Background: an optimization exercise with open tools, aiming at a short achievable clock period and few clock cycles. Do not read the settings as production practice. In this exercise RTL edits were held to simulation tests only and were not proved equivalent to the original. No activity file was given, so power comes from the tool's default toggle rates.

==> flow/design.v <==
module cpu_group #(parameter K = 3) (
    input      [8*K-1:0]      w,       
    input      [16*K+15:0]    pcoh,    
    input      [K-1:0]        blk,     
    input      [K-1:0]        r_sta,   
    input      [8*K-1:0]      r_ins,
    output reg [K-1:0]        v,       
    output reg [15:0]         npc_oh,  
    output reg [16*K-1:0]     sel,     
    output reg [15:0]         stm      
);
    localparam LDA = 4'b0001;
    localparam ADD = 4'b0010;
    localparam OUT = 4'b0011;
    localparam JMP = 4'b0100;
    localparam STA = 4'b0101;
    localparam SUB = 4'b0111;
    reg [K-1:0] jmp, sta, out, rd, haz, last;
    reg [3:0]   n [0:K-1];
    reg [4*K-1:0] pcb;     
    integer     i, j, k;
    always @(*) begin
        for (j = 0; j < K; j = j + 1) begin
            pcb[4*j +: 4] = 4'd0;
            for (k = 0; k < 16; k = k + 1)
                if (pcoh[16*j + k])
                    pcb[4*j +: 4] = pcb[4*j +: 4] | k;
        end
        for (j = 0; j < K; j = j + 1) begin
            n[j]   = w[8*j +: 4];
            jmp[j] = w[8*j+4 +: 4] == JMP;
            sta[j] = w[8*j+4 +: 4] == STA;
            out[j] = w[8*j+4 +: 4] == OUT;
            rd[j]  = w[8*j+4 +: 4] == LDA || w[8*j+4 +: 4] == ADD ||
                     w[8*j+4 +: 4] == SUB;
            sel[16*j +: 16] = 16'd1 << n[j];
        end
        for (j = 0; j < K; j = j + 1) begin
            haz[j] = blk[j];
            for (i = 0; i < K; i = i + 1) begin
                if (rd[j] && r_sta[i] && r_ins[8*i +: 4] == n[j])
                    haz[j] = 1'b1;
                if (i < j) begin
                    if (sta[i] && n[i] == pcb[4*j +: 4])
                        haz[j] = 1'b1;
                    if (sta[i] && rd[j] && n[i] == n[j])
                        haz[j] = 1'b1;
                    if (out[i] && out[j])
                        haz[j] = 1'b1;
                    if (jmp[i])
                        haz[j] = 1'b1;
                end
            end
        end
        for (j = 0; j < K; j = j + 1)
            v[j] = (haz & ((2 << j) - 1)) == 0;
        for (j = 0; j < K; j = j + 1)
            last[j] = v[j] && (j == K - 1 || !v[j+1]);
        npc_oh = v[0] ? 16'd0 : pcoh[15:0];
        stm = 16'd0;
        for (j = 0; j < K; j = j + 1) begin
            if (last[j]) begin
                npc_oh = npc_oh | (jmp[j] ? sel[16*j +: 16] : pcoh[16*(j+1) +: 16]);
            end
            if (v[j] && sta[j])
                stm = stm | sel[16*j +: 16];
        end
    end
endmodule
module cpu(
    input            clk,
    input            rst,
    input            prog_we,
    input      [3:0] prog_addr,
    input      [7:0] prog_data,
    output reg [7:0] output_register,
    output reg       out_valid
);
localparam K = 4;
localparam LDA = 4'b0001;
localparam ADD = 4'b0010;
localparam OUT = 4'b0011;
localparam JMP = 4'b0100;
localparam STA = 4'b0101;
localparam LDI = 4'b0110;
localparam SUB = 4'b0111;
reg  [7:0]   ram [0:15];
wire [127:0] mem;
reg  [7:0]   a_reg;
reg  [16*K+15:0] pcoh;   
reg [K-1:0]    r_v;
reg [8*K-1:0]  r_ins;
reg [16*K-1:0] r_sel;   
reg [16*K-1:0] r_pos;   
reg [16*K-1:0] r_neg;   
reg [K-1:0]    r_sta;   
reg [15:0]     r_stm;   
reg [K-1:0]    e_v;
reg [16*K-1:0] e_st;    
reg [15:0]     e_stm;   
reg [K-1:0]    e_out;   
reg [K:1]      e_keep;  
reg [8*K+7:0]  e_s, e_c;
reg [2*K+1:0]  e_ci;    
genvar g;
generate
    for (g = 0; g < 16; g = g + 1) begin : mem_rd
        assign mem[8*g +: 8] = ram[g];
    end
endgenerate
reg [8*K+7:0] aval;     
reg [7:0]     ka, cs, cc;
integer       ep;
always @(*) begin
    aval[7:0] = a_reg;
    for (ep = 1; ep <= K; ep = ep + 1) begin
        ka = e_keep[ep] ? a_reg : 8'd0;
        cs = ka ^ e_s[8*ep +: 8] ^ e_c[8*ep +: 8];
        cc = (ka & e_s[8*ep +: 8]) | (ka & e_c[8*ep +: 8]) | (e_s[8*ep +: 8] & e_c[8*ep +: 8]);
        aval[8*ep +: 8] = cs + {cc[6:0], e_ci[2*ep]} + e_ci[2*ep+1];
    end
end
reg       any_out;
reg [7:0] out_val;
integer   oj;
always @(*) begin
    any_out = 1'b0;
    out_val = 8'd0;
    for (oj = 0; oj < K; oj = oj + 1)
        if (e_out[oj]) begin
            any_out = 1'b1;
            out_val = out_val | aval[8*oj +: 8];
        end
end
always @(posedge clk) begin
    if (rst) begin
        a_reg <= 8'd0;
        output_register <= 8'd0;
        out_valid <= 1'b0;
    end else begin
        a_reg <= aval[8*K +: 8];
        out_valid <= any_out;
        if (any_out)
            output_register <= out_val;
    end
end
generate
    for (g = 0; g < 16; g = g + 1) begin : mem_wr
        reg       st;
        reg [7:0] sv;
        integer   wj;
        always @(*) begin
            st = 1'b0;
            sv = 8'd0;
            for (wj = 0; wj < K; wj = wj + 1)
                if (e_st[16*wj + g]) begin
                    st = 1'b1;
                    sv = sv | aval[8*wj +: 8];
                end
        end
        always @(posedge clk) begin
            if (rst) begin
                if (prog_we && prog_addr == g)
                    ram[g] <= prog_data;
            end else if (st) begin
                ram[g] <= sv;
            end
        end
    end
endgenerate
reg [8*K-1:0]   x, t;
reg [K-1:0]     cin;
reg [K:1]       keep_n;
reg [8*K+7:0]   s_n, c_n;
reg [2*K+1:0]   ci_n;
reg [16*K-1:0]  st_n;
reg [15:0]      stm_n;
reg [K-1:0]     out_n;
reg [3:0]       rop;
reg [7:0]       s1, c1, tz;
reg             ld;
integer         ri, rj, rb;
always @(*) begin
    stm_n = 16'd0;
    for (rj = 0; rj < K; rj = rj + 1) begin
        rop = r_ins[8*rj+4 +: 4];
        x[8*rj +: 8] = (rop == LDI) ? {4'b0, r_ins[8*rj +: 4]} : 8'd0;
        for (rb = 0; rb < 16; rb = rb + 1) begin
            if (r_pos[16*rj + rb])
                x[8*rj +: 8] = x[8*rj +: 8] | mem[8*rb +: 8];
            if (r_neg[16*rj + rb])
                x[8*rj +: 8] = x[8*rj +: 8] | ~mem[8*rb +: 8];
        end
        out_n[rj] = r_v[rj] && rop == OUT;
        st_n[16*rj +: 16] = r_sta[rj] ? r_sel[16*rj +: 16] : 16'd0;
        for (ri = 0; ri < K; ri = ri + 1)
            if (ri > rj && r_sta[ri])
                st_n[16*rj +: 16] = st_n[16*rj +: 16] & ~r_sel[16*ri +: 16];
        stm_n = stm_n | st_n[16*rj +: 16];
    end
    s_n[7:0] = 8'd0;
    c_n[7:0] = 8'd0;
    ci_n[1:0] = 2'd0;
    for (rj = 1; rj <= K; rj = rj + 1) begin
        keep_n[rj] = 1'b1;
        t = {8*K{1'b0}};
        cin = {K{1'b0}};
        for (ri = 0; ri < K; ri = ri + 1)
            if (ri < rj && r_v[ri]) begin
                rop = r_ins[8*ri+4 +: 4];
                ld = rop == LDA || rop == LDI;
                if (ld) begin
                    keep_n[rj] = 1'b0;
                    t = {8*K{1'b0}};
                    cin = {K{1'b0}};
                end
                if (ld || rop == ADD || rop == SUB)
                    t[8*ri +: 8] = x[8*ri +: 8];
                if (rop == SUB)
                    cin[ri] = 1'b1;
            end
        if (K == 1) begin
            s1 = t[7:0];
            c1 = 8'd0;
            ci_n[2*rj +: 2] = {1'b0, cin[0]};
        end else if (K == 2) begin
            s1 = t[7:0];
            c1 = t[15:8];
            ci_n[2*rj +: 2] = cin[1:0];
        end else begin
            s1 = t[7:0];
            c1 = t[15:8];
            for (ri = 2; ri < K; ri = ri + 1) begin
                tz = t[8*ri +: 8];
                {s1, c1} = {s1 ^ c1 ^ tz,
                            ((s1 & c1) | (s1 & tz) | (c1 & tz)) << 1 | cin[ri-2]};
            end
            ci_n[2*rj +: 2] = cin[K-1:K-2];
        end
        s_n[8*rj +: 8] = s1;
        c_n[8*rj +: 8] = c1;
    end
end
always @(posedge clk) begin
    if (rst) begin
        e_v    <= {K{1'b0}};
        e_out  <= {K{1'b0}};
        e_st   <= {16*K{1'b0}};
        e_stm  <= 16'd0;
        e_keep <= {K{1'b1}};
        e_s    <= {(8*K+8){1'b0}};
        e_c    <= {(8*K+8){1'b0}};
        e_ci   <= {(2*K+2){1'b0}};
    end else begin
        e_v    <= r_v;
        e_out  <= out_n;
        e_st   <= st_n;
        e_stm  <= stm_n;
        e_keep <= keep_n;
        e_s    <= s_n;
        e_c    <= c_n;
        e_ci   <= ci_n;
    end
end
reg [8*K-1:0] w;
reg [K-1:0]   blk;
integer       fj, fb;
always @(*)
    for (fj = 0; fj < K; fj = fj + 1) begin
        w[8*fj +: 8] = 8'd0;
        for (fb = 0; fb < 16; fb = fb + 1)
            if (pcoh[16*fj + fb])
                w[8*fj +: 8] = w[8*fj +: 8] | mem[8*fb +: 8];
        blk[fj] = |(pcoh[16*fj +: 16] & (r_stm | e_stm));
    end
wire [K-1:0]     fv;
wire [15:0]      npc_oh, stm;
wire [16*K-1:0]  wsel;
cpu_group #(.K(K)) fetch_group (
    .w(w), .pcoh(pcoh), .blk(blk), .r_sta(r_sta), .r_ins(r_ins),
    .v(fv), .npc_oh(npc_oh), .sel(wsel), .stm(stm));
wire [16*K+15:0] pcoh0;
generate
    for (g = 0; g < 16; g = g + 1) begin : reset_pc
        if (g <= K)
            assign pcoh0[16*g +: 16] = 16'd1 << g;
    end
endgenerate
wire [K-1:0]     fv0;
wire [15:0]      npc_oh0, stm0;
wire [16*K-1:0]  wsel0;
cpu_group #(.K(K)) reset_group (
    .w(mem[8*K-1:0]), .pcoh(pcoh0), .blk({K{1'b0}}),
    .r_sta({K{1'b0}}), .r_ins({8*K{1'b0}}),
    .v(fv0), .npc_oh(npc_oh0), .sel(wsel0), .stm(stm0));
wire pre_hit = prog_we && prog_addr < K;
integer pj;
always @(posedge clk) begin
    if (rst) begin
        r_ins <= mem[8*K-1:0];
        r_sel <= wsel0;
        for (pj = 0; pj < K; pj = pj + 1) begin
            r_pos[16*pj +: 16] <= (mem[8*pj+4 +: 4] == LDA || mem[8*pj+4 +: 4] == ADD) ? wsel0[16*pj +: 16] : 16'd0;
            r_neg[16*pj +: 16] <= (mem[8*pj+4 +: 4] == SUB) ? wsel0[16*pj +: 16] : 16'd0;
        end
        if (pre_hit) begin
            pcoh  <= pcoh0;
            r_v   <= {K{1'b0}};
            r_sta <= {K{1'b0}};
            r_stm <= 16'd0;
        end else begin
            for (pj = 0; pj <= K; pj = pj + 1)
                pcoh[16*pj +: 16] <= {npc_oh0, npc_oh0} >> (16 - pj);
            r_v   <= fv0;
            for (pj = 0; pj < K; pj = pj + 1)
                r_sta[pj] <= fv0[pj] && mem[8*pj+4 +: 4] == STA;
            r_stm <= stm0;
        end
    end else begin
        r_ins <= w;
        r_sel <= wsel;
        for (pj = 0; pj < K; pj = pj + 1) begin
            r_pos[16*pj +: 16] <= (w[8*pj+4 +: 4] == LDA || w[8*pj+4 +: 4] == ADD) ? wsel[16*pj +: 16] : 16'd0;
            r_neg[16*pj +: 16] <= (w[8*pj+4 +: 4] == SUB) ? wsel[16*pj +: 16] : 16'd0;
        end
        for (pj = 0; pj <= K; pj = pj + 1)
            pcoh[16*pj +: 16] <= {npc_oh, npc_oh} >> (16 - pj);
        r_v   <= fv;
        for (pj = 0; pj < K; pj = pj + 1)
            r_sta[pj] <= fv[pj] && w[8*pj+4 +: 4] == STA;
        r_stm <= stm;
    end
end
endmodule
clock: 6.0 ns
lec_check: 0
abc_clock_period_in_ps: 1500
cap_margin: 30
core_margin: 2
core_utilization: 30
setup_slack_margin: 4
slew_margin: 30
run.sh (not shown) runs the stock make flow with config.mk's settings and CLKGATE_MAP_FILE= SYNTH_SCRIPT=/design/flow/synth_recipe.tcl, a recipe that flattens the netlist after the stock synthesis.
Testbench counts at the start, summed over its fixed seeds: cycles 10,569.
Edit:
--- a/flow/design.v
+++ b/flow/design.v
@@ -91,12 +91,20 @@
 reg [K-1:0]    r_v;
 reg [8*K-1:0]  r_ins;
 reg [16*K-1:0] r_sel;   
 reg [16*K-1:0] r_pos;   
 reg [16*K-1:0] r_neg;   
-reg [K-1:0]    r_sta;   
+reg [K-1:0]    r_stau;  
+wire [K-1:0]   r_sta = r_v & r_stau;   
 reg [15:0]     r_stm;   
+integer        mj;
+always @(*) begin
+    r_stm = 16'd0;
+    for (mj = 0; mj < K; mj = mj + 1)
+        if (r_sta[mj])
+            r_stm = r_stm | r_sel[16*mj +: 16];
+end
 reg [K-1:0]    e_v;
 reg [16*K-1:0] e_st;    
 reg [15:0]     e_stm;   
 reg [K-1:0]    e_out;   
 reg [K:1]      e_keep;  
@@ -160,10 +168,12 @@
         end
         always @(posedge clk) begin
             if (rst) begin
                 if (prog_we && prog_addr == g)
                     ram[g] <= prog_data;
+            end else if (r_sta[0] && r_sel[g]) begin
+                ram[g] <= aval[8*K +: 8];
             end else if (st) begin
                 ram[g] <= sv;
             end
         end
     end
@@ -190,11 +200,11 @@
                 x[8*rj +: 8] = x[8*rj +: 8] | mem[8*rb +: 8];
             if (r_neg[16*rj + rb])
                 x[8*rj +: 8] = x[8*rj +: 8] | ~mem[8*rb +: 8];
         end
         out_n[rj] = r_v[rj] && rop == OUT;
-        st_n[16*rj +: 16] = r_sta[rj] ? r_sel[16*rj +: 16] : 16'd0;
+        st_n[16*rj +: 16] = (rj > 0 && r_sta[rj]) ? r_sel[16*rj +: 16] : 16'd0;
         for (ri = 0; ri < K; ri = ri + 1)
             if (ri > rj && r_sta[ri])
                 st_n[16*rj +: 16] = st_n[16*rj +: 16] & ~r_sel[16*ri +: 16];
         stm_n = stm_n | st_n[16*rj +: 16];
     end
@@ -275,11 +285,11 @@
     end
 wire [K-1:0]     fv;
 wire [15:0]      npc_oh, stm;
 wire [16*K-1:0]  wsel;
 cpu_group #(.K(K)) fetch_group (
-    .w(w), .pcoh(pcoh), .blk(blk), .r_sta(r_sta), .r_ins(r_ins),
+    .w(w), .pcoh(pcoh), .blk(blk), .r_sta({r_sta[K-1:1], 1'b0}), .r_ins(r_ins),
     .v(fv), .npc_oh(npc_oh), .sel(wsel), .stm(stm));
 wire [16*K+15:0] pcoh0;
 generate
     for (g = 0; g < 16; g = g + 1) begin : reset_pc
         if (g <= K)
@@ -304,20 +314,17 @@
             r_neg[16*pj +: 16] <= (mem[8*pj+4 +: 4] == SUB) ? wsel0[16*pj +: 16] : 16'd0;
         end
         if (pre_hit) begin
             pcoh  <= pcoh0;
             r_v   <= {K{1'b0}};
-            r_sta <= {K{1'b0}};
-            r_stm <= 16'd0;
         end else begin
             for (pj = 0; pj <= K; pj = pj + 1)
                 pcoh[16*pj +: 16] <= {npc_oh0, npc_oh0} >> (16 - pj);
             r_v   <= fv0;
-            for (pj = 0; pj < K; pj = pj + 1)
-                r_sta[pj] <= fv0[pj] && mem[8*pj+4 +: 4] == STA;
-            r_stm <= stm0;
         end
+        for (pj = 0; pj < K; pj = pj + 1)
+            r_stau[pj] <= mem[8*pj+4 +: 4] == STA;
     end else begin
         r_ins <= w;
         r_sel <= wsel;
         for (pj = 0; pj < K; pj = pj + 1) begin
             r_pos[16*pj +: 16] <= (w[8*pj+4 +: 4] == LDA || w[8*pj+4 +: 4] == ADD) ? wsel[16*pj +: 16] : 16'd0;
@@ -325,10 +332,9 @@
         end
         for (pj = 0; pj <= K; pj = pj + 1)
             pcoh[16*pj +: 16] <= {npc_oh, npc_oh} >> (16 - pj);
         r_v   <= fv;
         for (pj = 0; pj < K; pj = pj + 1)
-            r_sta[pj] <= fv[pj] && w[8*pj+4 +: 4] == STA;
-        r_stm <= stm;
+            r_stau[pj] <= w[8*pj+4 +: 4] == STA;
     end
 end
 endmodule
Synthesized cell count goes down by 3.3%.
Hold slack got worse by 8.3 ps.
Global-route usage goes down by 0.61 points.
Wire length fell by 3.9%.
Die area goes down by 3.7%.
Design area fell by 3.9%.
Setup slack got worse by 29 ps.
Total power shrinks by 17%.
Testbench counts after the change, summed over its fixed seeds: cycles 10,240.

==> port drivers added, routing unchanged <==
The results above use ideal ports. As a check the final layouts listed here were re-extracted and re-timed, cells and wires unchanged. Step 1: set_driving_cell puts a clkbuf_16 on clk and a buf_2 on each other input, an assumption about the parent block. Step 2 moves the port delays by t, midway between the first and last clock arrival at a register: inputs arrive t later, outputs are due t later. That takes back most of the time a late clock gives input paths. a / b / c = ideal / step 1 / step 2; a / b = the first two.
| run | t, ns | setup slack, ns | worst hold slack (ns) |
|---|---|---|---|
| the first run | 0.778 | 2.222 / 2.222 / 2.222 | 0.476 / 0.476 / 0.476 |
| the second run | 0.803 | 2.193 / 2.193 / 2.193 | 0.468 / 0.468 / 0.468 |
After both steps every run listed still meets setup and hold.
